Background: an optimization exercise with open tools, aiming at small area. Do not read the settings as production practice. Only simulation tests tie the RTL to the original design; equivalence was not proved. In every run shown here, the design's own scripts or RTL, not TritonCTS, make the clock network. No driver is modelled on the clock port, so clock power and skew are understated where the tree is cut down; a real chip needs a root buffer or a tree. Power figures rest on the tool's default switching activity, not on a simulated workload.

==> design/flow/design.v <==
module hit_table (input logic ins, input logic [2:0] row, input logic [2:0] col, output logic [3:0] code);
always_comb
    if (!ins) code = 4'b0000;
    else case ({row, col})
        6'd0: code = 4'b1100;
        6'd1: code = 4'b0101;
        6'd2: code = 4'b0101;
        6'd3: code = 4'b0101;
        6'd4: code = 4'b0101;
        6'd5: code = 4'b0101;
        6'd6: code = 4'b0101;
        6'd7: code = 4'b1110;
        6'd8: code = 4'b1000;
        6'd9: code = 4'b1100;
        6'd10: code = 4'b0101;
        6'd11: code = 4'b0101;
        6'd12: code = 4'b0101;
        6'd13: code = 4'b0101;
        6'd14: code = 4'b1110;
        6'd15: code = 4'b1010;
        6'd16: code = 4'b1000;
        6'd17: code = 4'b1000;
        6'd18: code = 4'b1100;
        6'd19: code = 4'b0101;
        6'd20: code = 4'b0101;
        6'd21: code = 4'b1110;
        6'd22: code = 4'b1010;
        6'd23: code = 4'b1010;
        6'd24: code = 4'b1000;
        6'd25: code = 4'b1000;
        6'd26: code = 4'b1000;
        6'd27: code = 4'b1100;
        6'd28: code = 4'b1110;
        6'd29: code = 4'b1010;
        6'd30: code = 4'b1010;
        6'd31: code = 4'b1010;
        6'd32: code = 4'b1101;
        6'd33: code = 4'b1101;
        6'd34: code = 4'b1101;
        6'd35: code = 4'b1101;
        6'd36: code = 4'b0001;
        6'd37: code = 4'b0001;
        6'd38: code = 4'b0001;
        6'd39: code = 4'b0001;
        6'd40: code = 4'b1101;
        6'd41: code = 4'b1101;
        6'd42: code = 4'b1101;
        6'd43: code = 4'b0110;
        6'd44: code = 4'b0110;
        6'd45: code = 4'b0001;
        6'd46: code = 4'b0001;
        6'd47: code = 4'b0001;
        6'd48: code = 4'b1101;
        6'd49: code = 4'b1101;
        6'd50: code = 4'b0110;
        6'd51: code = 4'b0110;
        6'd52: code = 4'b0110;
        6'd53: code = 4'b0110;
        6'd54: code = 4'b0001;
        6'd55: code = 4'b0001;
        6'd56: code = 4'b1101;
        6'd57: code = 4'b0110;
        6'd58: code = 4'b0110;
        6'd59: code = 4'b0110;
        6'd60: code = 4'b0110;
        6'd61: code = 4'b0110;
        6'd62: code = 4'b0110;
        6'd63: code = 4'b0001;
        default: code = 4'b0000;
    endcase
endmodule
module sprite_rom (
    input logic ins,
    input logic left,
    input logic right,
    input logic up,
    input logic [4:0] row,
    input logic [4:0] col,
    output logic [3:0] idx
);
wire new_n19, new_n20, new_n21, new_n22, new_n23, new_n24, new_n25,
    new_n26, new_n27, new_n28, new_n29, new_n30, new_n31, new_n32, new_n33,
    new_n34, new_n35, new_n36, new_n37, new_n38, new_n39, new_n40, new_n41,
    new_n42, new_n43, new_n44, new_n45, new_n46, new_n47, new_n48, new_n49,
    new_n50, new_n51, new_n52, new_n53, new_n54, new_n55, new_n56, new_n57,
    new_n58, new_n59, new_n60, new_n61, new_n62, new_n63, new_n64, new_n65,
    new_n66, new_n67, new_n68, new_n69, new_n70, new_n71, new_n72, new_n73,
    new_n74, new_n75, new_n76, new_n77, new_n78, new_n79, new_n80, new_n81,
    new_n82, new_n83, new_n84, new_n85, new_n86, new_n87, new_n88, new_n89,
    new_n90, new_n91, new_n92, new_n93, new_n94, new_n95, new_n96, new_n97,
    new_n98, new_n99, new_n100, new_n101, new_n102, new_n103, new_n104,
    new_n105, new_n106, new_n107, new_n108, new_n109, new_n110, new_n111,
    new_n112, new_n113, new_n114, new_n115, new_n116, new_n117, new_n118,
    new_n119, new_n120, new_n121, new_n122, new_n123, new_n124, new_n125,
    new_n126, new_n127, new_n128, new_n129, new_n130, new_n131, new_n132,
    new_n133, new_n134, new_n135, new_n136, new_n137, new_n138, new_n139,
    new_n140, new_n141, new_n142, new_n143, new_n144, new_n145, new_n146,
    new_n147, new_n148, new_n149, new_n150, new_n151, new_n152, new_n153,
    new_n154, new_n155, new_n156, new_n157, new_n158, new_n159, new_n160,
    new_n161, new_n162, new_n163, new_n164, new_n165, new_n166, new_n167,
    new_n168, new_n169, new_n170, new_n171, new_n172, new_n173, new_n174,
    new_n175, new_n176, new_n177, new_n178, new_n179, new_n180, new_n181,
    new_n182, new_n183, new_n184, new_n185, new_n186, new_n187, new_n188,
    new_n189, new_n190, new_n191, new_n192, new_n194, new_n195, new_n196,
    new_n197, new_n198, new_n199, new_n200, new_n201, new_n202, new_n203,
    new_n204, new_n205, new_n206, new_n207, new_n208, new_n209, new_n210,
    new_n211, new_n212, new_n213, new_n214, new_n215, new_n216, new_n217,
    new_n218, new_n219, new_n220, new_n221, new_n222, new_n223, new_n224,
    new_n225, new_n226, new_n227, new_n228, new_n229, new_n231, new_n232,
    new_n233, new_n234, new_n235, new_n236, new_n237, new_n238, new_n239,
    new_n240, new_n241, new_n242, new_n243, new_n244, new_n245, new_n246,
    new_n247, new_n248, new_n249, new_n250, new_n251, new_n252, new_n253,
    new_n254, new_n255, new_n256, new_n257, new_n258, new_n259, new_n260,
    new_n261, new_n263, new_n264, new_n265, new_n266, new_n267, new_n268,
    new_n269, new_n270, new_n271, new_n272, new_n273, new_n274, new_n275,
    new_n276, new_n277, new_n278, new_n279, new_n280, new_n281, new_n282,
    new_n283, new_n284, new_n285, new_n286, new_n287, new_n288, new_n289,
    new_n290, new_n291, new_n292, new_n293, new_n294, new_n295, new_n296,
    new_n297, new_n298, new_n299, new_n300, new_n301, new_n302, new_n303;
  assign new_n19 = row[1] & row[0];
  assign new_n20 = ~row[1] & ~row[0];
  assign new_n21 = ~new_n19 & ~new_n20;
  assign new_n22 = ~row[4] & row[3];
  assign new_n23 = new_n21 & new_n22;
  assign new_n24 = col[3] & ~col[1];
  assign new_n25 = ~col[3] & col[1];
  assign new_n26 = ~new_n24 & ~new_n25;
  assign new_n27 = ~up & ~new_n26;
  assign new_n28 = row[2] & ~new_n20;
  assign new_n29 = ~row[2] & ~new_n19;
  assign new_n30 = ~new_n28 & ~new_n29;
  assign new_n31 = ~row[3] & ~new_n19;
  assign new_n32 = ~new_n30 & ~new_n31;
  assign new_n33 = row[3] & new_n28;
  assign new_n34 = ~row[3] & new_n20;
  assign new_n35 = ~row[4] & ~new_n34;
  assign new_n36 = ~new_n33 & new_n35;
  assign new_n37 = new_n32 & new_n36;
  assign new_n38 = row[3] & ~new_n37;
  assign new_n39 = row[4] & ~row[3];
  assign new_n40 = ~new_n23 & ~new_n39;
  assign new_n41 = ~new_n38 & new_n40;
  assign new_n42 = ~col[4] & ~col[3];
  assign new_n43 = col[4] & col[3];
  assign new_n44 = ~new_n42 & ~new_n43;
  assign new_n45 = col[3] & col[2];
  assign new_n46 = ~col[3] & ~col[2];
  assign new_n47 = ~new_n45 & ~new_n46;
  assign new_n48 = ~col[1] & ~col[0];
  assign new_n49 = col[2] & new_n48;
  assign new_n50 = new_n47 & ~new_n49;
  assign new_n51 = up & ~new_n48;
  assign new_n52 = col[1] & col[0];
  assign new_n53 = ~col[4] & new_n52;
  assign new_n54 = ~new_n51 & ~new_n53;
  assign new_n55 = new_n44 & ~new_n54;
  assign new_n56 = new_n50 & ~new_n55;
  assign new_n57 = ~new_n48 & ~new_n52;
  assign new_n58 = up & ~col[1];
  assign new_n59 = new_n57 & ~new_n58;
  assign new_n60 = ~new_n26 & ~new_n59;
  assign new_n61 = new_n56 & new_n60;
  assign new_n62 = new_n44 & ~new_n61;
  assign new_n63 = ~up & ~row[0];
  assign new_n64 = row[1] & ~new_n63;
  assign new_n65 = ~row[3] & ~row[2];
  assign new_n66 = up & row[0];
  assign new_n67 = new_n65 & ~new_n66;
  assign new_n68 = ~new_n64 & new_n67;
  assign new_n69 = row[4] & ~new_n68;
  assign new_n70 = new_n62 & ~new_n69;
  assign new_n71 = ~new_n41 & new_n70;
  assign new_n72 = ~new_n27 & new_n71;
  assign new_n73 = ~new_n23 & ~new_n72;
  assign new_n74 = ~new_n44 & ~new_n60;
  assign new_n75 = row[3] & ~new_n28;
  assign new_n76 = ~new_n74 & new_n75;
  assign new_n77 = new_n47 & new_n57;
  assign new_n78 = ~new_n62 & new_n77;
  assign new_n79 = ~col[2] & ~col[1];
  assign new_n80 = col[2] & col[1];
  assign new_n81 = ~new_n79 & ~new_n80;
  assign new_n82 = ~new_n27 & new_n59;
  assign new_n83 = new_n81 & ~new_n82;
  assign new_n84 = new_n47 & ~new_n83;
  assign new_n85 = new_n44 & ~new_n84;
  assign new_n86 = up & new_n50;
  assign new_n87 = ~new_n85 & ~new_n86;
  assign new_n88 = ~new_n78 & new_n87;
  assign new_n89 = ~new_n76 & ~new_n88;
  assign new_n90 = ~new_n73 & new_n89;
  assign new_n91 = ~up & ~new_n47;
  assign new_n92 = new_n83 & ~new_n91;
  assign new_n93 = new_n37 & new_n92;
  assign new_n94 = new_n88 & new_n93;
  assign new_n95 = ~new_n90 & ~new_n94;
  assign new_n96 = ~row[2] & ~row[1];
  assign new_n97 = new_n91 & new_n96;
  assign new_n98 = row[4] & row[3];
  assign new_n99 = ~row[1] & new_n61;
  assign new_n100 = ~new_n62 & ~new_n99;
  assign new_n101 = new_n98 & ~new_n100;
  assign new_n102 = ~row[2] & row[1];
  assign new_n103 = ~new_n83 & new_n102;
  assign new_n104 = row[2] & ~row[1];
  assign new_n105 = new_n83 & new_n104;
  assign new_n106 = ~new_n103 & ~new_n105;
  assign new_n107 = new_n101 & new_n106;
  assign new_n108 = ~row[2] & new_n61;
  assign new_n109 = up & new_n98;
  assign new_n110 = new_n108 & new_n109;
  assign new_n111 = ~new_n107 & ~new_n110;
  assign new_n112 = row[2] & row[1];
  assign new_n113 = row[4] & ~new_n112;
  assign new_n114 = ~up & ~new_n113;
  assign new_n115 = ~new_n29 & ~new_n98;
  assign new_n116 = ~new_n114 & new_n115;
  assign new_n117 = new_n85 & new_n116;
  assign new_n118 = new_n91 & new_n117;
  assign new_n119 = ~new_n64 & new_n84;
  assign new_n120 = new_n28 & new_n39;
  assign new_n121 = new_n62 & new_n120;
  assign new_n122 = ~new_n119 & new_n121;
  assign new_n123 = ~new_n118 & ~new_n122;
  assign new_n124 = new_n111 & new_n123;
  assign new_n125 = ~new_n97 & ~new_n124;
  assign new_n126 = ~row[2] & new_n31;
  assign new_n127 = new_n41 & ~new_n126;
  assign new_n128 = ~up & ~new_n31;
  assign new_n129 = new_n85 & ~new_n128;
  assign new_n130 = new_n127 & new_n129;
  assign new_n131 = ~new_n47 & ~new_n92;
  assign new_n132 = col[0] & ~new_n47;
  assign new_n133 = ~new_n131 & ~new_n132;
  assign new_n134 = new_n130 & new_n133;
  assign new_n135 = ~left & ~right;
  assign new_n136 = new_n22 & new_n30;
  assign new_n137 = ~new_n62 & new_n136;
  assign new_n138 = ~new_n131 & new_n137;
  assign new_n139 = new_n135 & ~new_n138;
  assign new_n140 = ~new_n134 & new_n139;
  assign new_n141 = ~new_n125 & new_n140;
  assign new_n142 = new_n95 & new_n141;
  assign new_n143 = ~row[3] & ~new_n32;
  assign new_n144 = ~new_n21 & ~new_n143;
  assign new_n145 = ~new_n126 & ~new_n144;
  assign new_n146 = ~new_n26 & new_n47;
  assign new_n147 = new_n44 & ~new_n146;
  assign new_n148 = ~row[4] & new_n147;
  assign new_n149 = ~new_n145 & new_n148;
  assign new_n150 = row[1] & new_n47;
  assign new_n151 = ~row[2] & ~new_n150;
  assign new_n152 = new_n98 & ~new_n151;
  assign new_n153 = new_n147 & ~new_n152;
  assign new_n154 = ~new_n57 & new_n81;
  assign new_n155 = ~new_n47 & ~new_n154;
  assign new_n156 = ~new_n65 & ~new_n155;
  assign new_n157 = ~new_n147 & ~new_n156;
  assign new_n158 = new_n37 & ~new_n157;
  assign new_n159 = ~new_n153 & ~new_n158;
  assign new_n160 = ~new_n149 & ~new_n159;
  assign new_n161 = ~new_n26 & new_n96;
  assign new_n162 = ~row[1] & ~new_n81;
  assign new_n163 = ~left & ~col[3];
  assign new_n164 = left & col[3];
  assign new_n165 = ~new_n163 & ~new_n164;
  assign new_n166 = ~row[2] & new_n165;
  assign new_n167 = ~new_n162 & new_n166;
  assign new_n168 = new_n47 & new_n104;
  assign new_n169 = new_n39 & ~new_n168;
  assign new_n170 = ~new_n167 & new_n169;
  assign new_n171 = ~new_n161 & new_n170;
  assign new_n172 = ~new_n57 & new_n146;
  assign new_n173 = new_n44 & ~new_n172;
  assign new_n174 = ~new_n21 & ~new_n154;
  assign new_n175 = ~new_n173 & ~new_n174;
  assign new_n176 = ~new_n171 & ~new_n175;
  assign new_n177 = new_n160 & ~new_n176;
  assign new_n178 = ~new_n104 & ~new_n146;
  assign new_n179 = ~new_n168 & ~new_n178;
  assign new_n180 = ~row[2] & new_n150;
  assign new_n181 = new_n98 & ~new_n180;
  assign new_n182 = new_n173 & new_n181;
  assign new_n183 = ~new_n179 & new_n182;
  assign new_n184 = ~new_n135 & ~new_n183;
  assign new_n185 = new_n33 & new_n148;
  assign new_n186 = ~new_n21 & ~new_n26;
  assign new_n187 = new_n81 & new_n165;
  assign new_n188 = ~new_n186 & ~new_n187;
  assign new_n189 = new_n185 & new_n188;
  assign new_n190 = new_n184 & ~new_n189;
  assign new_n191 = ~new_n177 & new_n190;
  assign new_n192 = ins & ~new_n191;
  assign idx[3] = ~new_n142 & new_n192;
  assign new_n194 = ~new_n160 & ~new_n185;
  assign new_n195 = ~new_n26 & new_n112;
  assign new_n196 = ~row[3] & ~new_n171;
  assign new_n197 = ~new_n195 & ~new_n196;
  assign new_n198 = row[4] & row[1];
  assign new_n199 = row[3] & ~new_n198;
  assign new_n200 = ~new_n127 & ~new_n199;
  assign new_n201 = new_n187 & new_n199;
  assign new_n202 = ~new_n200 & ~new_n201;
  assign new_n203 = ~new_n160 & new_n202;
  assign new_n204 = new_n65 & ~new_n150;
  assign new_n205 = row[4] & ~new_n146;
  assign new_n206 = ~new_n204 & new_n205;
  assign new_n207 = ~new_n170 & ~new_n206;
  assign new_n208 = ~new_n203 & new_n207;
  assign new_n209 = ~new_n197 & ~new_n208;
  assign new_n210 = ~new_n194 & ~new_n209;
  assign new_n211 = ~new_n135 & ~new_n210;
  assign new_n212 = ~up & ~new_n186;
  assign new_n213 = new_n85 & new_n212;
  assign new_n214 = ~new_n40 & new_n213;
  assign new_n215 = new_n37 & new_n56;
  assign new_n216 = ~new_n117 & ~new_n215;
  assign new_n217 = ~new_n214 & new_n216;
  assign new_n218 = new_n95 & new_n217;
  assign new_n219 = ~up & row[2];
  assign new_n220 = ~new_n111 & ~new_n219;
  assign new_n221 = ~up & new_n30;
  assign new_n222 = new_n71 & ~new_n221;
  assign new_n223 = ~new_n138 & ~new_n222;
  assign new_n224 = ~new_n85 & ~new_n223;
  assign new_n225 = ~new_n130 & new_n135;
  assign new_n226 = ~new_n224 & new_n225;
  assign new_n227 = ~new_n220 & new_n226;
  assign new_n228 = new_n218 & new_n227;
  assign new_n229 = ins & ~new_n228;
  assign idx[2] = ~new_n211 & new_n229;
  assign new_n231 = ~new_n213 & ~new_n223;
  assign new_n232 = new_n37 & ~new_n88;
  assign new_n233 = ~new_n122 & new_n225;
  assign new_n234 = ~new_n232 & new_n233;
  assign new_n235 = ~new_n231 & new_n234;
  assign new_n236 = up & row[2];
  assign new_n237 = new_n101 & ~new_n236;
  assign new_n238 = ~new_n108 & new_n237;
  assign new_n239 = new_n235 & ~new_n238;
  assign new_n240 = new_n218 & new_n239;
  assign new_n241 = ~new_n91 & new_n117;
  assign new_n242 = new_n62 & ~new_n241;
  assign new_n243 = new_n235 & new_n242;
  assign new_n244 = ~new_n107 & new_n243;
  assign new_n245 = ~row[2] & ~new_n161;
  assign new_n246 = ~new_n168 & ~new_n245;
  assign new_n247 = ~new_n207 & ~new_n246;
  assign new_n248 = ~new_n189 & ~new_n247;
  assign new_n249 = ~new_n194 & new_n248;
  assign new_n250 = left & new_n45;
  assign new_n251 = right & ~col[2];
  assign new_n252 = new_n163 & new_n251;
  assign new_n253 = ~new_n250 & ~new_n252;
  assign new_n254 = ~row[1] & ~new_n253;
  assign new_n255 = ~new_n184 & ~new_n254;
  assign new_n256 = ~new_n30 & new_n173;
  assign new_n257 = new_n127 & new_n256;
  assign new_n258 = ~new_n255 & ~new_n257;
  assign new_n259 = ~new_n249 & new_n258;
  assign new_n260 = ins & ~new_n259;
  assign new_n261 = ~new_n244 & new_n260;
  assign idx[1] = ~new_n240 & new_n261;
  assign new_n263 = ~new_n61 & new_n88;
  assign new_n264 = ~new_n30 & ~new_n263;
  assign new_n265 = new_n244 & ~new_n264;
  assign new_n266 = ~row[1] & ~new_n66;
  assign new_n267 = row[2] & ~new_n131;
  assign new_n268 = ~new_n85 & ~new_n267;
  assign new_n269 = ~new_n266 & ~new_n268;
  assign new_n270 = new_n143 & ~new_n269;
  assign new_n271 = ~new_n265 & new_n270;
  assign new_n272 = row[4] & ~new_n244;
  assign new_n273 = ~new_n48 & ~new_n91;
  assign new_n274 = ~new_n81 & ~new_n273;
  assign new_n275 = ~new_n33 & ~new_n65;
  assign new_n276 = ~new_n274 & new_n275;
  assign new_n277 = ~new_n19 & new_n92;
  assign new_n278 = ~new_n276 & ~new_n277;
  assign new_n279 = new_n263 & new_n278;
  assign new_n280 = ~new_n272 & ~new_n279;
  assign new_n281 = ~new_n271 & new_n280;
  assign new_n282 = ~new_n243 & ~new_n264;
  assign new_n283 = new_n61 & new_n64;
  assign new_n284 = ~new_n61 & ~new_n64;
  assign new_n285 = row[2] & ~new_n284;
  assign new_n286 = ~new_n283 & new_n285;
  assign new_n287 = ~new_n20 & new_n74;
  assign new_n288 = new_n39 & ~new_n287;
  assign new_n289 = ~new_n286 & new_n288;
  assign new_n290 = ~new_n282 & new_n289;
  assign new_n291 = new_n225 & ~new_n237;
  assign new_n292 = ~new_n290 & new_n291;
  assign new_n293 = ~new_n281 & new_n292;
  assign new_n294 = row[1] & new_n249;
  assign new_n295 = ~new_n207 & ~new_n294;
  assign new_n296 = ~new_n202 & ~new_n295;
  assign new_n297 = new_n173 & ~new_n296;
  assign new_n298 = new_n32 & new_n57;
  assign new_n299 = new_n157 & ~new_n298;
  assign new_n300 = new_n36 & ~new_n299;
  assign new_n301 = ~new_n225 & ~new_n300;
  assign new_n302 = ~new_n297 & new_n301;
  assign new_n303 = ins & ~new_n302;
  assign idx[0] = ~new_n293 & new_n303;
endmodule
module palette (
    input logic [3:0] idx,
    input logic mode_sel,
    input logic invert,
    output logic [7:0] rgb,
    output logic dr
);
wire new_n16, new_n17, new_n18, new_n19, new_n20, new_n22, new_n23,
    new_n24, new_n25, new_n27, new_n28, new_n29, new_n30, new_n31, new_n32,
    new_n34, new_n35, new_n36, new_n37, new_n38, new_n40, new_n41, new_n42,
    new_n43, new_n44, new_n45, new_n46, new_n47, new_n49, new_n50, new_n51,
    new_n52, new_n54, new_n55, new_n56, new_n58, new_n59, new_n60, new_n62;
  assign new_n16 = idx[2] & idx[1];
  assign new_n17 = ~idx[2] & ~idx[1];
  assign new_n18 = idx[3] & ~new_n17;
  assign new_n19 = ~idx[3] & idx[0];
  assign new_n20 = ~new_n18 & ~new_n19;
  assign dr = new_n16 | ~new_n20;
  assign new_n22 = mode_sel & new_n17;
  assign new_n23 = ~invert & ~new_n16;
  assign new_n24 = ~new_n18 & new_n23;
  assign new_n25 = ~new_n22 & new_n24;
  assign rgb[7] = dr & ~new_n25;
  assign new_n27 = idx[3] & idx[0];
  assign new_n28 = ~invert & new_n27;
  assign new_n29 = dr & ~new_n28;
  assign new_n30 = idx[1] & ~mode_sel;
  assign new_n31 = idx[2] & idx[0];
  assign new_n32 = ~new_n30 & new_n31;
  assign rgb[6] = new_n29 | new_n32;
  assign new_n34 = ~idx[2] & ~new_n22;
  assign new_n35 = ~invert & ~new_n34;
  assign new_n36 = new_n29 & ~new_n35;
  assign new_n37 = ~new_n18 & ~new_n36;
  assign new_n38 = ~idx[0] & new_n23;
  assign rgb[5] = ~new_n37 & ~new_n38;
  assign new_n40 = idx[3] & ~idx[1];
  assign new_n41 = ~invert & ~new_n40;
  assign new_n42 = ~new_n20 & ~new_n41;
  assign new_n43 = ~idx[2] & idx[1];
  assign new_n44 = new_n27 & new_n43;
  assign new_n45 = ~new_n42 & ~new_n44;
  assign new_n46 = new_n16 & ~new_n32;
  assign new_n47 = ~idx[3] & new_n46;
  assign rgb[4] = ~new_n45 | new_n47;
  assign new_n49 = ~new_n37 & new_n46;
  assign new_n50 = idx[1] & new_n19;
  assign new_n51 = ~new_n46 & new_n50;
  assign new_n52 = ~new_n42 & ~new_n51;
  assign rgb[3] = new_n49 | ~new_n52;
  assign new_n54 = new_n16 & new_n19;
  assign new_n55 = ~new_n40 & ~new_n54;
  assign new_n56 = ~invert & ~new_n55;
  assign rgb[2] = dr & ~new_n56;
  assign new_n58 = ~idx[0] & new_n16;
  assign new_n59 = ~new_n32 & ~new_n58;
  assign new_n60 = ~idx[3] & ~new_n59;
  assign rgb[1] = ~new_n45 | new_n60;
  assign new_n62 = new_n46 & ~new_n60;
  assign rgb[0] = new_n36 | new_n62;
endmodule
module Player_Block_T (
    input  logic        clk,
    input  logic        resetN,
    input  logic [10:0] pixelX,
    input  logic [10:0] pixelY,
    input  logic        startOfFrame,
    input  logic        up_key,
    input  logic        down_key,
    input  logic        left_key,
    input  logic        right_key,
    input  logic        column_collision,
    input  logic [1:0]  speed_level,
    input  logic        mode_sel,
    input  logic        game_on,
    input  logic        player_hit,
    input  logic        turbo_pulse,
    output logic [10:0] player_topLeftX,
    output logic [10:0] player_topLeftY,
    output logic        playerDR,
    output logic [7:0]  playerRGB,
    output logic        player_invulnerable
);
localparam logic [3:0] HIT_EMPTY = 4'b0010;
logic [2:0]  st;
logic [10:0] x;
logic [9:0]  y;
logic [10:1] x_hi;                      
logic [9:1]  y_hi;
logic        x_lo, y_lo;                
assign x = {x_hi, x_lo};
assign y = {y_hi, y_lo};
logic [1:0]  spd;                       
logic        f_up, f_dn, f_lf, f_rt;    
logic        ydir, xdir;                
logic [3:0]  hit;
logic [3:0]  hit_code;                  
logic [2:0] amt;                        
assign amt = (spd == 2'd1) ? 3'd3 : (spd == 2'd2) ? 3'd4 : 3'd2;
logic [10:0] dxm;
logic [9:0]  dym;
assign dxm = (f_lf | f_rt) ? (xdir ? {8'd0, amt} : -{8'd0, amt}) : 11'd0;
assign dym = (f_up | f_dn) ? (ydir ? {7'd0, amt} : -{7'd0, amt}) : 10'd0;
wire in_move = ~st[1] & st[0];                  
wire hit_open = (hit[1:0] != 2'b11) && (hit != HIT_EMPTY);
wire x_below = (x[10:5] == 6'd0) & ~(x[2] & x[1]);                  
wire x_above = x[10] & x[7] & (x[5] | (x[4:0] == 5'b11111));        
wire y_below = (y[9:5] == 5'b00010);                                 
wire y_above = y[9] & y[8] & y[6] & y[5] & (y[2:0] != 3'd0);        
wire is_idle = ~(st[2] | st[1] | st[0]);        
wire is_sof  = st[1] & st[0];                    
wire is_chg  = st[1] & ~st[0];                   
wire is_lim  = st[2];                            
wire [10:0] xs = x + (is_chg ? dxm : 11'd0);
wire [9:0]  ys = y + (is_chg ? dym : 10'd0);
wire x_clamp = is_lim & (x_below | x_above);
wire y_clamp = is_lim & (y_below | y_above);
wire x_ld_lo = is_idle | (is_sof & hit[3]) | x_clamp;
wire y_ld_lo = is_idle | (is_sof & hit[2]) | y_clamp;
wire x_ld_hi = is_idle | x_clamp;
wire y_ld_hi = is_idle | y_clamp;
logic [10:0] x_n;
logic [9:0]  y_n;
assign x_n[5:0]  = x_ld_lo ? 6'b011110 : xs[5:0];
assign x_n[10:6] = x_ld_hi ? ((is_lim & x_above) ? 5'b10010 : 5'b00000) : xs[10:6];
assign y_n[5:0]  = y_ld_lo ? 6'b100000 : ys[5:0];
assign y_n[9:6]  = y_ld_hi ? ((is_lim & y_above) ? 4'b1101 : 4'b0001) : ys[9:6];
always_ff @(posedge clk or negedge resetN)
    if (!resetN) begin
        st  <= 3'b000;
        spd <= 2'd0;
        x_hi <= 10'd0;
        y_hi <= 9'd0;
    end else begin
        x_hi <= x_n[10:1];
        y_hi <= y_n[9:1];
        st  <= {is_chg, st[0] & (st[1] | startOfFrame), ~st[1] & (st[0] | game_on)};
        if (is_chg) spd <= speed_level;
    end
always_ff @(posedge clk) begin
    x_lo <= x_n[0];
    y_lo <= y_n[0];
end
always_ff @(posedge clk) begin
    ydir <= (in_move & down_key & ~f_dn) | (ydir & ~(in_move & up_key & ~f_up));
    xdir <= (in_move & right_key & ~f_rt) | (xdir & ~(in_move & left_key & ~f_lf));
end
always_ff @(posedge clk) begin
    if (~st[2] & ~st[0]) begin                   
        f_up <= 1'b0; f_dn <= 1'b0; f_lf <= 1'b0; f_rt <= 1'b0;
    end else if (in_move) begin
        if (up_key)    f_up <= 1'b1;
        if (down_key)  f_dn <= 1'b1;
        if (left_key)  f_lf <= 1'b1;
        if (right_key) f_rt <= 1'b1;
    end
    if (is_idle || is_sof)
        hit <= HIT_EMPTY;
    else if (in_move && column_collision) begin
        if (hit == HIT_EMPTY)
            hit <= hit_code;
        else if (hit_open && hit_code != hit && hit_code != 4'b0000)
            hit <= {hit[3] | hit_code[3], hit[2] | hit_code[2], 2'b11};
    end
end
assign player_topLeftX = {1'b0, x[10:1]};
assign player_topLeftY = {2'b0, y[9:1]};
logic [5:0] dxl, dyl;                   
logic [4:0] dxh;
logic [3:0] dyh;
assign dxl = {1'b0, pixelX[4:0]} - {1'b0, x[5:1]};
assign dyl = {1'b0, pixelY[4:0]} - {1'b0, y[5:1]};
assign dxh = pixelX[9:5] - x[10:6] - {4'd0, dxl[5]};
assign dyh = pixelY[8:5] - y[9:6] - {3'd0, dyl[5]};
logic       ins;
logic [4:0] ox, oy;
always_ff @(posedge clk or negedge resetN)
    if (!resetN) ins <= 1'b0;
    else         ins <= (dxh == 5'd0) && (dyh == 4'd0);
always_ff @(posedge clk) begin
    ox <= dxl[4:0];
    oy <= dyl[4:0];
end
logic [3:0] idx_n, hc_n, col_idx;
sprite_rom rom (.ins(ins), .left(left_key), .right(right_key), .up(up_key),
                .row(oy), .col(ox), .idx(idx_n));
hit_table ht (.ins(ins), .row(oy[4:2]), .col(ox[4:2]), .code(hc_n));
always_ff @(posedge clk) begin
    col_idx  <= idx_n;
    hit_code <= hc_n;
end
logic [4:0] s;
always_ff @(posedge clk or negedge resetN)
    if (!resetN)          s <= 5'd0;
    else if (s == 5'd0)   begin if (player_hit) s <= 5'd1; end
    else if (s[4] & s[2] & s[1]) s <= 5'd0;       
    else if (turbo_pulse) s <= s + 5'd1;
assign player_invulnerable = (s != 5'd0);
palette pal (.idx(col_idx), .mode_sel(mode_sel), .invert(s[0]),
             .dr(playerDR), .rgb(playerRGB));
endmodule
==> design/flow/flow/run.sh <==
#!/bin/bash
# Layout flow: the standard synthesis; then an area-oriented re-mapping of the
# combinational logic only (every register instance is kept as synthesis made it);
# then the standard layout steps, with single-strength port buffers and a
# lighter clock tree (flow/cts_hook.tcl). Each tool's output goes to a log_*.log file here.
set -euo pipefail
HERE=$(pwd)
R=$HERE/orfs/results/sky130hd/Player_Block_T/base

# 1. standard synthesis, unchanged
bash standard.sh synth > log_1_standard_synth.log 2>&1
cp "$R/1_2_yosys.v" "$HERE/standard_1_2_yosys.v"

# 2. re-map the combinational logic for area (registers are black boxes here);
#    16 runs with different optimisation seeds from the netlist as it is, and 16 from
#    it after one ABC dc2 pass, each also mapped with other amap settings; the
#    smallest netlist is kept
bash flow/remap.sh "$HERE/standard_1_2_yosys.v" "$HERE/remapped_a.v" "$HERE/remap_a" 16 "-J 1000" \
    > log_2_remap_a.log 2>&1
bash flow/remap.sh "$HERE/standard_1_2_yosys.v" "$HERE/remapped_b.v" "$HERE/remap_b" 16 "-J 1000" "dc2" \
    > log_2_remap_b.log 2>&1
area_a=$(sed -n 's/^keeping run .* (area \(.*\))$/\1/p' log_2_remap_a.log)
area_b=$(sed -n 's/^keeping run .* (area \(.*\))$/\1/p' log_2_remap_b.log)
if (( $(echo "$area_b < $area_a" | bc -l) )); then best=b; else best=a; fi
echo "a: $area_a b: $area_b, keeping $best" > log_2_remap.log
cp "$HERE/remapped_$best.v" "$HERE/remapped_1_2_yosys.v"
cp "$HERE/remapped_1_2_yosys.v" "$R/1_2_yosys.v"
touch "$R/1_2_yosys.v"

# 3. the rest of the standard layout
export BUFFER_PORTS_ARGS="-buffer_cell sky130_fd_sc_hd__buf_1"
export SKIP_REPAIR_TIE_FANOUT=1
export PRE_CTS_TCL="$HERE/flow/cts_hook.tcl"
export FLOW_CLK_K=4
export FLOW_CLK_MODE=bisect
export FLOW_CLK_SLEW_PS=105
bash standard.sh > log_3_standard_layout.log 2>&1
==> design/flow/flow/cts_hook.tcl <==
rename clock_tree_synthesis __orfs_clock_tree_synthesis
proc clock_tree_synthesis { args } {
  set block [ord::get_db_block]
  set port_net [[$block findBTerm clk] getNet]
  set master [[ord::get_db] findMaster sky130_fd_sc_hd__clkbuf_4]
  set k $::env(FLOW_CLK_K)
  set pins {}
  foreach it [$port_net getITerms] {
    set loc [[$it getInst] getLocation]
    lappend pins [list $it [lindex $loc 0] [lindex $loc 1]]
  }
  set n [llength $pins]
  if {[info exists ::env(FLOW_CLK_MODE)] && $::env(FLOW_CLK_MODE) eq "bisect"} {
    # balanced: split by x into halves, then each half by y (k = 4)
    set k 4
    set byx [lsort -integer -index 1 $pins]
    set h [expr {$n / 2}]
    set groups [list [lrange $byx 0 [expr {$h - 1}]] [lrange $byx $h end]]
    set pins {}; set assign {}
    set c 0
    foreach g $groups {
      set byy [lsort -integer -index 2 $g]
      set m [expr {[llength $byy] / 2}]
      foreach p [lrange $byy 0 [expr {$m - 1}]] { lappend pins $p; lappend assign $c }
      incr c
      foreach p [lrange $byy $m end] { lappend pins $p; lappend assign $c }
      incr c
    }
  } else {
  # k-means, seeded with pins spread along x+y order
  set sorted [lsort -integer -index 1 $pins]
  set cx {}; set cy {}
  for {set c 0} {$c < $k} {incr c} {
    set p [lindex $sorted [expr {int(($c + 0.5) * $n / $k)}]]
    lappend cx [lindex $p 1]; lappend cy [lindex $p 2]
  }
  for {set iter 0} {$iter < 50} {incr iter} {
    set assign {}
    foreach p $pins {
      set best 0; set bd 1e30
      for {set c 0} {$c < $k} {incr c} {
        set dx [expr {[lindex $p 1] - [lindex $cx $c]}]; set dy [expr {[lindex $p 2] - [lindex $cy $c]}]
        set d [expr {abs($dx) + abs($dy)}]
        if {$d < $bd} { set bd $d; set best $c }
      }
      lappend assign $best
    }
    for {set c 0} {$c < $k} {incr c} { set sx($c) 0; set sy($c) 0; set sn($c) 0 }
    foreach p $pins a $assign {
      set sx($a) [expr {$sx($a) + [lindex $p 1]}]; set sy($a) [expr {$sy($a) + [lindex $p 2]}]; incr sn($a)
    }
    set ncx {}; set ncy {}
    for {set c 0} {$c < $k} {incr c} {
      if {$sn($c) > 0} { lappend ncx [expr {$sx($c) / $sn($c)}]; lappend ncy [expr {$sy($c) / $sn($c)}] } else { lappend ncx [lindex $cx $c]; lappend ncy [lindex $cy $c] }
    }
    set cx $ncx; set cy $ncy
  }
  }
  for {set c 0} {$c < $k} {incr c} { set sx($c) 0; set sy($c) 0; set sn($c) 0 }
  foreach p $pins a $assign {
    set sx($a) [expr {$sx($a) + [lindex $p 1]}]; set sy($a) [expr {$sy($a) + [lindex $p 2]}]; incr sn($a)
  }
  set cx {}; set cy {}
  for {set c 0} {$c < $k} {incr c} {
    if {$sn($c) > 0} { lappend cx [expr {$sx($c) / $sn($c)}]; lappend cy [expr {$sy($c) / $sn($c)}] } else { lappend cx 0; lappend cy 0 }
  }
  for {set c 0} {$c < $k} {incr c} {
    if {$sn($c) == 0} continue
    set buf [odb::dbInst_create $block $master clkbuf_leaf_$c]
    set net [odb::dbNet_create $block clknet_leaf_$c]
    $net setSigType CLOCK
    [$buf findITerm A] connect $port_net
    [$buf findITerm X] connect $net
    $buf setLocation [lindex $cx $c] [lindex $cy $c]
    $buf setPlacementStatus PLACED
    set nets($c) $net
  }
  foreach p $pins a $assign {
    set it [lindex $p 0]
    $it disconnect
    $it connect $nets($a)
  }
  set_propagated_clock [all_clocks]
  foreach size {8 16 none} {
    estimate_parasitics -placement
    set upsized 0
    for {set c 0} {$c < $k} {incr c} {
      if {$sn($c) == 0} continue
      set worst 0
      foreach it [$nets($c) getITerms] {
        if {[$it isOutputSignal]} continue
        set pin [get_pins [[$it getInst] getName]/[[$it getMTerm] getName]]
        set sl [expr {[get_property $pin slew_max] * 1000.0}]
        if {$sl > $worst} { set worst $sl }
      }
      set bufinst [$block findInst clkbuf_leaf_$c]
      puts "clock buffer $c ([[$bufinst getMaster] getName]) drives $sn($c) clock pins, worst slew [format %.1f $worst] ps"
      if {$worst > $::env(FLOW_CLK_SLEW_PS) && $size ne "none"} {
        $bufinst swapMaster [[ord::get_db] findMaster sky130_fd_sc_hd__clkbuf_$size]
        set upsized 1
      }
    }
    if {!$upsized} break
  }
  unset_propagated_clock [all_clocks]
}
==> design/flow/flow/remap.abc <==
strash
@PRE@
&get -n
&deepsyn @T@ -S @SEED@
&put
write_blif @DEEP@
dch -f
amap
topo
dnsize
==> design/flow/flow/remap.sh <==
#!/bin/bash
# remap.sh IN.v OUT.v WORKDIR NSEEDS "DEEPSYN-LIMIT-OPTIONS" ["ABC-PRE-COMMANDS"]
# Re-maps the combinational logic of IN.v for area NSEEDS times in parallel, each
# with its own seed for ABC's &deepsyn (then mapped with amap). Each optimised logic
# network is then also mapped with a few other amap settings (after ABC's cec proves
# it equal to IN.v's logic), and the smallest netlist of all is kept as OUT.v.
set -euo pipefail
IN=$1; OUT=$2; W=$3; NS=$4; T=$5; PRE=${6:-strash}
HERE=$(cd "$(dirname "$0")" && pwd)
LIB=$FLOW_HOME/platforms/sky130hd/lib/sky130_fd_sc_hd__tt_025C_1v80.lib
DU=$(grep -o 'cell *( *"\{0,1\}sky130_fd_sc_hd__\(lpflow\|probe\|fill\)[a-z0-9_]*' "$LIB" \
     | sed 's/.*sky130/sky130/' | sort -u | sed 's/^/-dont_use /' | tr '\n' ' ')
MAPS=("amap -F 2" "amap -F 3" "amap -A 8 -F 2" "amap -m")
mkdir -p "$W"
ys() {  # ys NAME ABCSCRIPT : one yosys re-mapping run
  sed -e "s|@LIB@|$LIB|g" -e "s|@DU@|$DU|" -e "s|@IN@|$IN|" \
      -e "s|@OUT@|$W/remapped_$1.v|" -e "s|@ABC@|$2|" "$HERE/remap.ys" > "$W/remap_$1.ys"
  yosys -s "$W/remap_$1.ys" > "$W/log_remap_yosys_$1.log" 2>&1 || true
}
for ((s = 0; s < NS; s++)); do
  sed -e "s|@SEED@|$s|g" -e "s|@T@|$T|g" -e "s|@PRE@|$PRE|" -e "s|@DEEP@|$W/deep_$s.blif|" \
      "$HERE/remap.abc" > "$W/remap_$s.abc"
  ys "$s" "$W/remap_$s.abc" &
done
wait
names=()
for ((s = 0; s < NS; s++)); do
  names+=("$s")
  [[ -f "$W/deep_$s.blif" ]] || continue
  for ((m = 0; m < ${#MAPS[@]}; m++)); do
    sed -e "s|@DEEP@|$W/deep_$s.blif|g" -e "s|@MAP@|${MAPS[$m]}|" "$HERE/remap_map.abc" > "$W/remap_${s}m$m.abc"
    ys "${s}m$m" "$W/remap_${s}m$m.abc" &
    names+=("${s}m$m")
  done
  while (( $(jobs -r | wc -l) >= 16 )); do sleep 1; done
done
wait
best=""; best_area=""
for n in "${names[@]}"; do
  L="$W/log_remap_yosys_$n.log"
  a=$(grep 'Chip area' "$L" 2>/dev/null | tail -1 | grep -o '[0-9.]*$' || true)
  ok=1
  grep -q "Found and reported 0 problems" "$L" 2>/dev/null || ok=0
  if [[ "$n" == *m* ]] && ! grep -q "Networks are equivalent" "$L"; then ok=0; fi
  if [[ -n "$a" && $ok == 1 ]]; then
    echo "run $n: area $a"
    if [[ -z "$best" ]] || (( $(echo "$a < $best_area" | bc -l) )); then best=$n; best_area=$a; fi
  else
    echo "run $n: failed"
  fi
done
[[ -n "$best" ]] || { echo "no re-mapping succeeded"; exit 1; }
echo "keeping run $best (area $best_area)"
cp "$W/remapped_$best.v" "$OUT"
==> design/flow/flow/remap.ys <==
# Re-map the combinational cells of the standard synthesis netlist for area.
# Register cells (and tie cells) stay black boxes, so they keep names and types.
read_liberty -ignore_miss_func @LIB@
blackbox sky130_fd_sc_hd__df* sky130_fd_sc_hd__edf* sky130_fd_sc_hd__sdf* sky130_fd_sc_hd__dl* sky130_fd_sc_hd__conb_1
read_verilog @IN@
hierarchy -top Player_Block_T
flatten
opt_clean
stat
abc -liberty @LIB@ @DU@ -script @ABC@
opt_clean -purge
hilomap -singleton -hicell sky130_fd_sc_hd__conb_1 HI -locell sky130_fd_sc_hd__conb_1 LO
splitnets
opt_clean -purge
stat -liberty @LIB@

write_verilog -noattr -noexpr -nohex -nodec @OUT@
# sanity check of the written netlist with the cells as black boxes
design -reset
read_liberty -lib @LIB@
read_verilog @OUT@
hierarchy -top Player_Block_T
check -assert
==> design/flow/flow/remap_map.abc <==
strash
cec @DEEP@
read_blif @DEEP@
strash
dch -f
@MAP@
topo
dnsize
==> design/flow/standard.sh <==
#!/bin/bash
# synth_recipe.tcl (not shown) runs the flow's synth.tcl, then flattens the netlist and writes it again
# the make line also repeats each setting of config.mk as NAME=value (left out here)
make -C /OpenROAD-flow-scripts/flow DESIGN_CONFIG=/design/flow/config.mk WORK_HOME=/design/flow/orfs CLKGATE_MAP_FILE= SYNTH_SCRIPT=/design/flow/synth_recipe.tcl "${@:-finish}"
==> design/flow/config.mk <==
export PLATFORM = sky130hd
export DESIGN_NAME = Player_Block_T
export DESIGN_NICKNAME = Player_Block_T
export VERILOG_FILES = /design/flow/design.v
export SDC_FILE = /design/flow/constraint.sdc
export NUM_CORES = 8
export LEC_CHECK = 0
export ABC_AREA = 1
export CAP_MARGIN = 20
export CORE_MARGIN = 2
export CORE_UTILIZATION = 65
export PLACE_DENSITY = 0.75
export SLEW_MARGIN = 20
==> design/flow/constraint.sdc <==
create_clock -name core_clock -period 10.0 [get_ports {clk}]
set_input_delay 2.0000 -clock core_clock [delete_from_list [all_inputs] [get_ports {clk}]]
set_output_delay 2.0000 -clock core_clock [all_outputs]
set_load 0.01 [all_outputs]
==> summary.txt, run 1 <==
reg2reg start=ox[3]; die area=6800 um^2; final WL=about 12 mm; outcome=finished clean; storage element area=between 1000 and 1500 um^2; CP Max Fanout=2; FP Rows=28; flop2flop setup slack=5.91 ns; hold crit path type=reg -> reg; largest net degree at the start of global routing=31; Worst EP arrival=about 3.8 ns; first-pass GRT wire length=around 19 mm; CTS clock-pin slew for the worst setup and hold paths=around 0.080 ns; total grt overflow=0; antenna violations before repair=0; skew final=0.0131 ns; share of cells above drive strength 1=0.762%; Critical Path Start=mode_sel; GRT Total Usage=34.4%; Starting Density=67.6%; Crit Path Category=in -> out; # setup viols final=0; Crit path depth=11; crit path to=playerRGB[3]; CP Cell Sequence=buf_1, o21a_1, a211oi_1, nor2_1, o21ai_0, o211ai_1, clkinv_1, nor4_1, nor2_1, o31ai_1, buf_1; # hold bufs at CTS=0; Nets=694; detailed-placement wirelength estimate=just under 9 mm; Syn Std Cell Area=4000 um^2; CP Launch Type=input port; DRC=0; Power Total=roughly 1.3 mW; achievable frequency=0.174 GHz; CP bufs+invs=3; routability congestion estimate=1.04; Net Count, Synth=627; Final Max Slew Viols=0; Synth Area per Inst=6.77 um^2; Die Span Y=82.5 um; setup TNS=0 ns; CP peak stage delay=0.36 ns; Critical Path RT=8.00 ns; worst hold slack=0.487 ns; number of vias per cell=about 6.5; Power per Cell Area=289 nW/um^2; Die X=approximately 82 um; Placed Cells=approximately 730; Fin. Hold Viols=0; hold depth=1; via count=4731; fin crit period=roughly 5.8 ns; Worst-Skew Late Latency=0.16 ns; Slew HR=about 46%; Fillers=between 400 and 500; CP top delay family=compound AO/OA/AOI/OAI gates; fin crit share=57.5%; DRT Pass-1 Iters=6; wire per inst=15.8 um; vias in the first global route=4082; Worst Tran Pin Value=between 0.7 and 0.8 ns; Layout Utilization=74.0%; Buffers on Ports=61; Iteration-0 DRC Markers=a little over 500; Post-DRT Antenna Nets=0; unrepaired setup endpoints after global routing=false; # Max-Cap Violations=0; area occupied by multi-input gates=2330 um^2; Synth warnings=2; I/O pins=68; Slowest cell on crit path=nor4_1; CTS resizes=0; Layout area overhead=9.47%; # diodes=0; VDD IR max=0.228 mV; setup bufs post-CTS=0; R2R cell count=20; CP Capture Type=output pin; core box area=5920 um^2; Leak Pwr=1.57 nW; Syn Inst Count=just under 600; R2R Path End=col_idx[0]; Non-Filler Instances=731
[how the worst min path moves through the flow]
stage / from / to / slack [ns]
finish: f_rt / xdir / 0.49
global route: f_rt / xdir / 0.51
CTS: f_rt / xdir / 0.47
detailed placement: f_rt / xdir / 0.46
global placement: f_dn / ydir / 0.46
floorplan: f_rt / xdir / 0.44
[power by group]
part | internal [mW] | switching (mW)
sequential | 0.315 | 0.0988
combinational | 0.235 | 0.521
clock | 0.0370 | 0.0601
total | 0.587 | 0.680
[cell type report]
type,instances,area share (%)
Tap cell,75,2.14
Buffer,4,1.26
Sequential cell,60,30.8
Timing Repair Buffer,61,5.25
Multi-Input combinational cell,446,53.2
Inverter,85,7.28
[stage by stage]
step           instance area [um^2]  setup WS (ns)
6_report                       4380           4.25
3_3_place_gp                   4330           4.39
4_1_cts                        4380           4.36
3_5_place_dp                   4330           4.37
5_1_grt                        4380           4.03
2_1_floorplan                  4000           4.61
[cell usage in the layout, fill, tap and decap left out, drive strengths merged, types with 2 or more instances in the layout]
| master | count |
|---|---|
| o2111a | 2 |
| o21a | 10 |
| a21o | 2 |
| a21boi | 2 |
| or3 | 2 |
| a22oi | 4 |
| o211ai | 2 |
| o22ai | 15 |
| and3 | 4 |
| a31oi | 9 |
| a311oi | 7 |
| or2 | 2 |
| clkbuf | 5 |
| o311ai | 2 |
| dfrtp | 30 |
| nor2b | 5 |
| a211oi | 13 |
| nand2 | 53 |
| a2111oi | 2 |
| o22a | 2 |
| o221a | 2 |
| o31ai | 5 |
| nor4 | 6 |
| nor2 | 128 |
| o2111ai | 2 |
| buf | 60 |
| nor3 | 25 |
| a221oi | 5 |
| o221ai | 10 |
| a21oi | 44 |
| clkinv | 85 |
| dfxtp | 30 |
| o21ai | 59 |
| nand4 | 3 |
| nand3 | 8 |
[state kept, by name, indices dropped and copies added, names as in the netlist]
register,count
hit,4
x_hi,10
x_lo,1
oy,5
y_lo,1
spd,2
ydir,1
f_lf,1
hit_code,4
st,3
ox,5
xdir,1
s,5
f_dn,1
f_rt,1
col_idx,4
f_up,1
ins,1
y_hi,9
[layer usage]
metal	global-route usage, %	wire length (um)	up-vias
met4	9.67	324	0
li1	-	-	2256
met1	46.5	4850	2122
met3	4.24	1070	48
met5	0	0	-
met2	57.9	5310	305
==> inputs of run 2 (changes only) <==
--- a/design/flow/design.v
+++ b/design/flow/design.v
@@ -517,9 +517,8 @@
 wire is_sof  = st[1] & st[0];                    
 wire is_chg  = st[1] & ~st[0];                   
-wire is_lim  = st[2];                            
-wire [10:0] xs = x + (is_chg ? dxm : 11'd0);
-wire [9:0]  ys = y + (is_chg ? dym : 10'd0);
-wire x_clamp = is_lim & (x_below | x_above);
-wire y_clamp = is_lim & (y_below | y_above);
+wire [10:0] xs = x + (st[0] ? 11'd0 : dxm);
+wire [9:0]  ys = y + (st[0] ? 10'd0 : dym);
+wire x_clamp = x_below | x_above;
+wire y_clamp = y_below | y_above;
 wire x_ld_lo = is_idle | (is_sof & hit[3]) | x_clamp;
 wire y_ld_lo = is_idle | (is_sof & hit[2]) | y_clamp;
@@ -529,7 +528,7 @@
 logic [9:0]  y_n;
 assign x_n[5:0]  = x_ld_lo ? 6'b011110 : xs[5:0];
-assign x_n[10:6] = x_ld_hi ? ((is_lim & x_above) ? 5'b10010 : 5'b00000) : xs[10:6];
+assign x_n[10:6] = x_ld_hi ? (x_above ? 5'b10010 : 5'b00000) : xs[10:6];
 assign y_n[5:0]  = y_ld_lo ? 6'b100000 : ys[5:0];
-assign y_n[9:6]  = y_ld_hi ? ((is_lim & y_above) ? 4'b1101 : 4'b0001) : ys[9:6];
+assign y_n[9:6]  = y_ld_hi ? (y_above ? 4'b1101 : 4'b0001) : ys[9:6];
 always_ff @(posedge clk or negedge resetN)
     if (!resetN) begin
@@ -566,5 +565,5 @@
         if (hit == HIT_EMPTY)
             hit <= hit_code;
-        else if (hit_open && hit_code != hit && hit_code != 4'b0000)
+        else if (hit_open && hit_code != hit && (hit_code[3] | hit_code[2] | hit_code[0]))   
             hit <= {hit[3] | hit_code[3], hit[2] | hit_code[2], 2'b11};
     end
==> run 2 against run 1 <==
Compared with the run above:
- combinational power rose by 2.8%
- routed wire length rose by 3.6%
- die area rose by 0.17%
- first-iteration DRC count rose by 7.1%
- global-route usage rose by 0.44 points
==> summary.txt, run 2 <==
CP peak stage delay=0.39 ns (+0.03 ns); fin crit share=57.1% (-0.46 points); Worst Tran Pin Value=0.902 ns (+0.111 ns); CP Capture Type=flip-flop; Regs by FF count=x_hi (10), y_hi (9); Die Span Y=82.6 um (about the same); Nets=698 (+0.58%); I/O pins=68 (unchanged); core box area=5960 um^2 (+0.59%); Gate power share=60.9% (+1.2 points); DRT Pass-1 Iters=6 (unchanged); NetSw=675 uW (-0.74%); CP Launch Type=input port; GRT Total Usage=34.8% (+0.44 points); most flop-heavy register=x_hi; Final Max Slew Viols=0 (unchanged); total grt overflow=0 (unchanged); final worst setup slack=4.29 ns (+0.0459 ns); Crit Path Category=in -> reg; skew final=0.00655 ns (-0.00653 ns); CTS clock-pin slew for the worst setup and hold paths=0.10 ns (+0.02 ns); VDD IR max=0.238 mV (+4.4%); Clk network pwr share=7.6% (about the same); CP Cell Sequence=buf_1, clkinv_1, nor2_1, nor3_1, a21oi_1, nor2_1, nor2_1, clkinv_1, nor3_1, o21ai_0, o21ai_0, o21ai_0, o21ai_0, clkinv_1, o221ai_1, a211oi_1, nor2b_1, o21a_1, nor3_1, nor3_1; largest net degree at the start of global routing=31 (unchanged); setup bufs post-CTS=0 (unchanged); outcome=finished clean; Syn Inst Count=594 (+0.51%); Sw Share=52.9% (-0.78 points); Worst EP arrival=5.76 ns (+2.01 ns); Power Internal=601 uW (+2.4%); hold crit path type=reg -> reg; DRC=0 (unchanged); unrepaired setup endpoints after global routing=false; Worst-Skew Late Latency=0.16 ns (about the same); Fin. Hold Viols=0 (unchanged); Buffers on Ports=61 (unchanged); via count=4813 (+1.7%); first-pass GRT wire length=19.1 mm (+1.8%); most frequent cells in the layout=nor2_1 (130), clkinv_1 (93), o21ai_0 (65); Critical Path RT=10.05 ns (+2.05 ns); Starting Density=67.4% (-0.27 points); CTS resizes=0 (unchanged); antenna violations before repair=0 (unchanged); Largest register FFs=10 (unchanged); Post-DRT Antenna Nets=0 (unchanged); CP Max Fanout=9 (+7); Layout area overhead=9.64%; CP top delay family=compound AO/OA/AOI/OAI gates; setup TNS=0 ns (unchanged); final WL=12.0 mm (+3.6%); Net Count, Synth=630 (+0.48%); # hold bufs at CTS=0 (unchanged); Synth warnings=2 (unchanged); wire per inst=16.3 um (+3.0%); CP bufs+invs=4 (+1); Die X=82.6 um (about the same); routability congestion estimate=0.974 (-6.5%); Synth Area per Inst=6.75 um^2 (-0.32%); detailed-placement wirelength estimate=9.30 mm (+4.2%); Iteration-0 DRC Markers=543 (+7.1%); # diodes=0 (unchanged); setup slack at placement=4.37 ns (+0.00424 ns); achievable frequency=0.175 GHz (+0.80%); Power per Cell Area=290 nW/um^2 (+0.37%); fin crit period=5.71 ns (-0.0459 ns); number of vias per cell=6.55 (+1.2%); vias in the first global route=4293 (+5.2%); die area=6820 um^2 (+0.17%); Fillers=480 (+4.6%); # Max-Cap Violations=0 (unchanged); share of cells above drive strength 1=0.909% (+0.15 points); Slowest cell on crit path=clkinv_1; # setup viols final=0 (unchanged); Slew HR=38.3% (-7.6 points); FP Rows=28 (unchanged); sequential power share=31.5% (-1.2 points); Leak Pwr=1.60 nW (+1.7%); commonest non-fill, non-tap cell in the layout=nor2_1; Syn Std Cell Area=4010 um^2 (+0.19%)
## run 2: worst paths after layout
check,from,endpoint,slack (ns),cells past startpoint
setup / recovery,up_key,col_idx[0],4.29,20
hold / removal,f_dn,ydir,0.48,1
setup reg to reg,oy[2],col_idx[0],5.81,19
hold reg to reg,f_dn,ydir,0.48,1
max in group asynchronous,resetN,x_hi[2],7.56,1
min in group asynchronous,resetN,s[1],1.92,1
## run 2: power groups by stage
| stage | Clock [mW] | Sequential, mW | Combinational, mW |
|---|---|---|---|
| after CTS | 0.0727 | 0.405 | 0.747 |
| final | 0.0972 | 0.402 | 0.777 |
| after detailed placement | 0 | 0.404 | 0.740 |
| after global placement | 0 | 0.400 | 0.722 |
| after floorplan | 0 | 0.389 | 0.550 |
| after global routing | 0.105 | 0.414 | 0.849 |
## run 2: per-stage QoR
step	total power [mW]	instances	hold slack (ns)	area, um^2	utilization (%)
floorplan	0.939	594	0.443	4010	-
global placement	1.12	731	0.458	4340	72.9
detailed placement	1.14	731	0.466	4340	72.9
CTS	1.23	735	0.463	4400	73.8
global route	1.37	735	0.512	4400	73.8
finish	1.28	735	0.475	4400	73.8
## run 2: area by class of cell
type,count,area (um^2),area share (%)
Multi-Input combinational cell,441,2310,52.5
Inverter,93,349,7.94
Buffer,4,55.1,1.25
Sequential cell,60,1350,30.7
Timing Repair Buffer,62,238,5.41
Tap cell,75,93.8,2.13
## run 2: layer usage
layer	global-route usage (%)	up-vias	part of all wire (%)	wire, um
met3	4.67	58	7.8	937
li1	-	2278	-	-
met1	42.5	2178	39	4700
met2	61.0	299	49	5820
met5	0	-	0	0
met4	15.9	0	4.3	512
==> inputs of run 3 (changes only) <==
--- a/design/flow/flow/run.sh
+++ b/design/flow/flow/run.sh
@@ -13,15 +13,21 @@
 
 # 2. re-map the combinational logic for area (registers are black boxes here);
-#    16 runs with different optimisation seeds from the netlist as it is, and 16 from
-#    it after one ABC dc2 pass, each also mapped with other amap settings; the
-#    smallest netlist is kept
+#    16 runs with different optimisation seeds from the netlist as it is, 16 from it
+#    after one ABC dc2 pass and 16 after an ABC resyn2-style pass, each also mapped
+#    with other amap settings; the smallest netlist is kept
 bash flow/remap.sh "$HERE/standard_1_2_yosys.v" "$HERE/remapped_a.v" "$HERE/remap_a" 16 "-J 1000" \
     > log_2_remap_a.log 2>&1
 bash flow/remap.sh "$HERE/standard_1_2_yosys.v" "$HERE/remapped_b.v" "$HERE/remap_b" 16 "-J 1000" "dc2" \
     > log_2_remap_b.log 2>&1
-area_a=$(sed -n 's/^keeping run .* (area \(.*\))$/\1/p' log_2_remap_a.log)
-area_b=$(sed -n 's/^keeping run .* (area \(.*\))$/\1/p' log_2_remap_b.log)
-if (( $(echo "$area_b < $area_a" | bc -l) )); then best=b; else best=a; fi
-echo "a: $area_a b: $area_b, keeping $best" > log_2_remap.log
+bash flow/remap.sh "$HERE/standard_1_2_yosys.v" "$HERE/remapped_c.v" "$HERE/remap_c" 16 "-J 1000" \
+    "balance; rewrite; refactor; balance; rewrite; rewrite -z; balance; refactor -z; rewrite -z; balance" \
+    > log_2_remap_c.log 2>&1
+best=""; best_area=""
+for v in a b c; do
+  a=$(sed -n 's/^keeping run .* (area \(.*\))$/\1/p' log_2_remap_$v.log)
+  echo "$v: $a" >> log_2_remap.log
+  if [[ -z "$best" ]] || (( $(echo "$a < $best_area" | bc -l) )); then best=$v; best_area=$a; fi
+done
+echo "keeping $best" >> log_2_remap.log
 cp "$HERE/remapped_$best.v" "$HERE/remapped_1_2_yosys.v"
 cp "$HERE/remapped_1_2_yosys.v" "$R/1_2_yosys.v"
==> run 3 against run 2 <==
Compared with the run above:
- sequential power up 4%
- clock skew about the same
- setup slack lost 0.34 ns
- register-to-register slack got worse by 0.56 ns
- sequential cell count is the same
==> summary.txt, run 3 <==
outcome=finished clean; number of vias per cell=6.58 (+0.42%); hold crit path type=reg -> reg; worst hold slack=0.481 ns (+0.00599 ns); met2 Track Usage GR=64.7% (+3.7 points); Fin. Hold Viols=0 (unchanged); skew final=0.00682 ns (+0.000269 ns); Power Total=1.29 mW (+0.81%); Worst-Skew Late Latency=0.16 ns (about the same); Power Internal=593 uW (-1.3%); R2R Path End=col_idx[0]; Net Count, Synth=622 (-1.3%); share of cells above drive strength 1=0.768% (-0.14 points); routability congestion estimate=1.02 (+4.4%); Buffers on Ports=61 (unchanged); Iteration-0 DRC Markers=480 (-12%); worst hold path startpoint=f_dn; DRT Pass-1 Iters=6 (unchanged); Placed Cells=722 (-1.2%); flop2flop setup slack=5.25 ns (-0.56 ns); antenna violations before repair=0 (unchanged); GRT met3 Usage=3.37% (-1.3 points); Fillers=479 (-0.21%); largest net degree at the start of global routing=31 (unchanged); via count=4774 (-0.81%); CTS resizes=0 (unchanged); Syn Inst Count=586 (-1.3%); Clk network pwr share=7.7% (about the same); Non-Filler Instances=726 (-1.2%); R2R cell count=16 (-3); Starting Density=67.6% (+0.21 points); total grt overflow=0 (unchanged); NetSw=693 uW (+2.7%); reg2reg start=ox[3]; GRT Total Usage=35.5% (+0.71 points); Post-DRT Antenna Nets=0 (unchanged); Slew HR=35.3% (-3.0 points); # setup viols final=0 (unchanged); die area=6800 um^2 (-0.27%); CTS clock-pin slew for the worst setup and hold paths=0.10 ns (about the same); Power per Cell Area=294 nW/um^2 (+1.2%); vias in the first global route=4373 (+1.9%); gr busiest metal=met2; Regs by FF count=x_hi (10), y_hi (9); Largest register FFs=10 (unchanged); # hold bufs at CTS=0 (unchanged); core box area=5920 um^2 (-0.59%); achievable frequency=0.165 GHz (-5.6%); hold depth=1 (unchanged); Nets=689 (-1.3%); hold worst-path end=ydir; setup TNS=0 ns (unchanged); Leak Pwr=1.60 nW (+0.10%); setup bufs post-CTS=0 (unchanged); setup slack at placement=4.03 ns (-0.340 ns); most flop-heavy register=x_hi; final worst setup slack=3.95 ns (-0.342 ns); DRC=0 (unchanged); fin crit share=60.5% (+3.4 points); Worst Tran Pin Value=0.946 ns (+0.0440 ns); fin crit period=6.05 ns (+0.342 ns); Crit Path Category=in -> reg; Die X=82.4 um (-0.13%); final WL=12.0 mm (+0.32%); Synth warnings=2 (unchanged); Layout area overhead=9.48%; wire per inst=16.5 um (+1.6%); Gate power share=59.9% (-1.0 points); CP Max Fanout=9 (unchanged); M1 GR Usage=42.9% (+0.40 points); CP Capture Type=flip-flop; unrepaired setup endpoints after global routing=false; # Max-Cap Violations=0 (unchanged); Die Span Y=82.4 um (-0.13%); Worst EP arrival=6.10 ns (+0.34 ns); Final Max Slew Viols=0 (unchanged); CP Launch Type=input port; # diodes=0 (unchanged); I/O pins=68 (unchanged); Critical Path RT=10.05 ns (about the same); first-pass GRT wire length=19.2 mm (+0.40%); Sw Share=53.9% (+0.99 points); VDD IR max=0.240 mV (+1.0%); Syn Std Cell Area=4000 um^2 (-0.28%); FP Rows=28 (unchanged); sequential power share=32.4% (+0.9 points); detailed-placement wirelength estimate=9.18 mm (-1.4%); most frequent cells in the layout=nor2_1 (119), clkinv_1 (93), o21ai_0 (73); commonest non-fill, non-tap cell in the layout=nor2_1; Synth Area per Inst=6.83 um^2 (+1.1%)
-- run 3: cell types whose count changed in the layout (fill, tap and decap cells not counted), sizes merged, moves of 3 or more --
cell and change:
a211oi +5, o311a +3, a21oi +4, a22oi -3
a41oi +3, o221ai -4, o31ai -3, o21ai +8
o21a +3, nor2 -11, nand2 -3, nor3 -8
nor4 -4, o22ai +4
-- run 3: worst max-delay path, cell delays in order --
cell and delay, ns:
buf_1 0.35, clkinv_1 0.42, o21ai_0 0.37, o21ai_0 0.30, a21oi_1 0.32, clkinv_1 0.17, nor2_1 0.17, a21oi_1 0.06
a21oi_1 0.18, nor2_1 0.10, clkinv_1 0.06, o21ai_0 0.11, o311ai_0 0.53, clkinv_1 0.13, o21a_1 0.20, or4b_1 0.50
o311a_1 0.12
-- run 3: final cells by class --
class / count / area, um^2 / area share (%)
buffer: 4 / 55.1 / 1.26
tap: 75 / 93.8 / 2.14
inverter: 93 / 349 / 7.97
multi-input combinational: 433 / 2300 / 52.5
sequential: 60 / 1350 / 30.9
timing repair buffer: 61 / 230 / 5.26
-- run 3: power groups by stage --
stage | combinational (mW) | sequential, mW | clock (mW)
2_1_floorplan | 0.540 | 0.400 | 0
3_3_place_gp | 0.716 | 0.414 | 0
3_5_place_dp | 0.734 | 0.418 | 0
4_1_cts | 0.739 | 0.419 | 0.0727
5_1_grt | 0.845 | 0.428 | 0.106
6_report | 0.770 | 0.417 | 0.0996
-- run 3: stage by stage --
stage | instance area (um^2) | utilization (%)
after floorplan | 4000 | -
after global placement | 4320 | 73.0
after detailed placement | 4320 | 73.0
after CTS | 4380 | 74.0
after global routing | 4380 | 74.0
final | 4380 | 74.0
-- run 3: metal layers --
layer  vias up  part of all wire (%)
met1      2125                    39
met3        68                   8.2
li1       2257                     -
met4         0                   4.3
met2       324                    48
met5         -                     0
-- run 3: how the worst max path moves through the flow --
stage	start	end	slack, ns	cells past startpoint
after floorplan	up_key	col_idx[0]	5.07	16
after global placement	up_key	col_idx[0]	3.98	17
after detailed placement	up_key	col_idx[0]	4.03	17
after CTS	up_key	col_idx[0]	4.00	17
after global routing	up_key	col_idx[0]	3.70	17
final	up_key	col_idx[0]	3.95	17

==> afterwards: timing with drivers on the ports <==
The results above use ideal ports. As a check the final layouts listed here were re-extracted and re-timed, cells and wires unchanged.
Step 1 assumes that a clkbuf_16 drives the clock port and a buf_2 every other input.
Step 2 also shifts input and output timing later by t, the mid clock arrival at the registers, as if the neighbouring blocks saw the same clock.
Three values: ideal, step 1, step 2; two values: the first two.
run	t, ns	setup slack, ns	worst setup path at the end	pins driven straight from the clock port
run 1	0.202	4.246 / 4.224 / 4.224	input to output	4
run 2	0.210	4.292 / 4.328 / 4.117	input to register	4
run 3	0.210	3.950 / 3.986 / 3.776	input to register	4
After both steps setup and hold are still met in every run listed. For run 2, which loses most, drivers alone change the setup slack by +0.036 ns; drivers and shift together by -0.175 ns.
